What follows belongs to an exercise in optimizing a design on an open flow for small area; a production flow would make more cautious choices.
In this exercise RTL edits were held to simulation tests only and were not proved equivalent to the original.

== build 20 ==
Design buck_converter, start of the top module:
module buck_converter(clk_i, rst_i, e_i, v_1_o, v_2i_o, v_2d_o, a_out );
For scale: roughly 99 I/O pins.
export LEC_CHECK = 0
export ABC_AREA = 0
export CAP_MARGIN = 20
export CORE_MARGIN = 2
export CORE_UTILIZATION = 40
export CTS_BUF_LIST = sky130_fd_sc_hd__clkbuf_2 sky130_fd_sc_hd__clkbuf_4 sky130_fd_sc_hd__clkbuf_8
export GPL_ROUTABILITY_DRIVEN = 0
export GPL_TIMING_DRIVEN = 0
export PLACE_DENSITY = 0.6
export SLEW_MARGIN = 20
create_clock -name core_clock -period 11.0 [get_ports {clk_i}]
standard.sh (not shown) runs the stock make flow with config.mk's settings and CLKGATE_MAP_FILE= SYNTH_SCRIPT=/design/flow/synth_recipe.tcl, a recipe that flattens the netlist after the stock synthesis.
==> flow/flow/run.sh <==
#!/bin/bash
# Own layout flow: the standard synthesis, then the same synthesis run
# again on a copy of design.v whose spelled-out full/half adders are turned
# into sky130 fa/ha cells (flow/mknet.py), synthesized without Yosys's
# adder extraction (ADDER_MAP_FILE empty), so the adders stay as written
# instead of being re-extracted with inverters around them; flow/netopt.py
# then flips full adders to drop more inverters.  The adder netlist is used only if its
# registers (names and cell types) are exactly those of the standard
# synthesis; otherwise the standard netlist is laid out.  The rest is
# the standard flow (standard.sh).
set -euo pipefail
W=$(pwd)
R=$W/orfs/results/$FLOW_PLATFORM/buck_converter/base
RF=$W/orfs_fa/results/$FLOW_PLATFORM/buck_converter/base
EXTRA=()
if [[ -f flow/extra.txt ]]; then mapfile -t EXTRA < flow/extra.txt; fi

bash standard.sh synth > std_synth.log 2>&1
cp "$R/1_2_yosys.v" "$W/std_1_2_yosys.v"

use_fa=0
if python3 flow/mknet.py design.v "$W/design_fa.v" > mknet.log 2>&1; then
  sed "s#WORK_HOME=[^ ]*#WORK_HOME=$W/orfs_fa#" standard.sh > standard_fa.sh
  if bash standard_fa.sh VERILOG_FILES="$W/design_fa.v" ADDER_MAP_FILE= synth > fa_synth.log 2>&1; then
    if python3 flow/netopt.py "$RF/1_2_yosys.v" "$W/fa_opt.v" > netopt.log 2>&1 \
       && python3 flow/regcmp.py "$W/std_1_2_yosys.v" "$W/fa_opt.v" > regcmp.log 2>&1; then
      use_fa=1
    fi
  fi
fi
echo "use_fa=$use_fa" | tee use_fa.log
if [[ $use_fa == 1 ]]; then
  cp "$W/fa_opt.v" "$R/1_2_yosys.v"
  rm -f "$R/1_synth.odb" "$R/1_synth.sdc"
fi
bash standard.sh "${EXTRA[@]}" finish > finish.log 2>&1
==> flow/flow/extra.txt <==
BUFFER_PORTS_ARGS=-buffer_cell sky130_fd_sc_hd__buf_1
CTS_ARGS=-sink_clustering_enable -repair_clock_nets -dont_use_dummy_load -sink_clustering_size 30 -buf_list {sky130_fd_sc_hd__clkbuf_4 sky130_fd_sc_hd__clkbuf_8}
Other scripts of this flow, unchanged in this note and not shown: flow/flow/mknet.py, flow/flow/netopt.py, flow/flow/regcmp.py
Relative to build 20, the following input files were edited for build 18:
# build 20
export LEC_CHECK = 0
export ABC_AREA = 0
export CAP_MARGIN = 20
export CORE_MARGIN = 2
export CORE_UTILIZATION = 40
export CTS_BUF_LIST = sky130_fd_sc_hd__clkbuf_2 sky130_fd_sc_hd__clkbuf_4 sky130_fd_sc_hd__clkbuf_8
export GPL_ROUTABILITY_DRIVEN = 0
export GPL_TIMING_DRIVEN = 0
export PLACE_DENSITY = 0.6
export SLEW_MARGIN = 20
create_clock -name core_clock -period 11.0 [get_ports {clk_i}]
# build 18
export LEC_CHECK = 0
export ABC_AREA = 0
export CAP_MARGIN = 20
export CORE_MARGIN = 2
export CORE_UTILIZATION = 60
export CTS_BUF_LIST = sky130_fd_sc_hd__clkbuf_2 sky130_fd_sc_hd__clkbuf_4 sky130_fd_sc_hd__clkbuf_8
export PLACE_DENSITY = 0.8
export SLEW_MARGIN = 20
create_clock -name core_clock -period 11.0 [get_ports {clk_i}]
## What came out
- Build 18 and build 20 ended up with nearly the same fraction of area in clock buffers and inverters.
- Compared with build 20, logic depth of the worst setup path including buffers in build 18 decreased by more than 10%.
diff inputs: build 18 => build 21
# build 18
export LEC_CHECK = 0
export ABC_AREA = 0
export CAP_MARGIN = 20
export CORE_MARGIN = 2
export CORE_UTILIZATION = 60
export CTS_BUF_LIST = sky130_fd_sc_hd__clkbuf_2 sky130_fd_sc_hd__clkbuf_4 sky130_fd_sc_hd__clkbuf_8
export PLACE_DENSITY = 0.8
export SLEW_MARGIN = 20
create_clock -name core_clock -period 11.0 [get_ports {clk_i}]
# build 21
export LEC_CHECK = 0
export ABC_AREA = 0
export CAP_MARGIN = 20
export CORE_MARGIN = 2
export CORE_UTILIZATION = 40
export CTS_BUF_LIST = sky130_fd_sc_hd__clkbuf_2 sky130_fd_sc_hd__clkbuf_4 sky130_fd_sc_hd__clkbuf_8
export PLACE_DENSITY = 0.6
export SLEW_MARGIN = 20
create_clock -name core_clock -period 11.0 [get_ports {clk_i}]
==> flow/flow/extra.txt <==
BUFFER_PORTS_ARGS=-buffer_cell sky130_fd_sc_hd__buf_1
CTS_ARGS=-sink_clustering_enable -repair_clock_nets -dont_use_dummy_load -sink_clustering_size 40 -sink_clustering_max_diameter 150 -buf_list {sky130_fd_sc_hd__clkbuf_4 sky130_fd_sc_hd__clkbuf_8 sky130_fd_sc_hd__clkbuf_16}
Build 21 against build 18; number of filler instances in the final layout is up by more than half. Diff build 18 -> build 21: via count shrank by 3.3%, design area grew by 350 um^2, multi-input gate share of total cell area shrank by 1.5 points.

-- what the ideal ports hide --
Ports are ideal in the flow. The routed layouts listed here were re-timed in OpenROAD. Step 1: set_driving_cell puts a clkbuf_16 on clk_i and a buf_2 on each other input, an assumption about the parent block. Step 2, shift: input delay + t, output delay - t, t = (earliest + latest rising clock arrival at the registers) / 2. This alone moves slack from input paths to output paths. a / b / c = ideal / step 1 / step 2; a / b = the first two.
| run | t (ns) | setup WS [ns] | worst hold slack (ns) | cell pins on the clock port's net |
|---|---|---|---|---|
| build 20 | 0.508 | 0.345 / 0.345 / 0.345 | 0.476 / 0.476 / 0.476 | 1 |
| build 18 | 0.489 | 0.452 / 0.452 / 0.452 | 0.472 / 0.472 / 0.472 | 1 |
| build 21 | 0.480 | 0.405 / 0.405 / 0.405 | 0.477 / 0.477 / 0.477 | 1 |
After both steps every run listed still meets setup and hold.
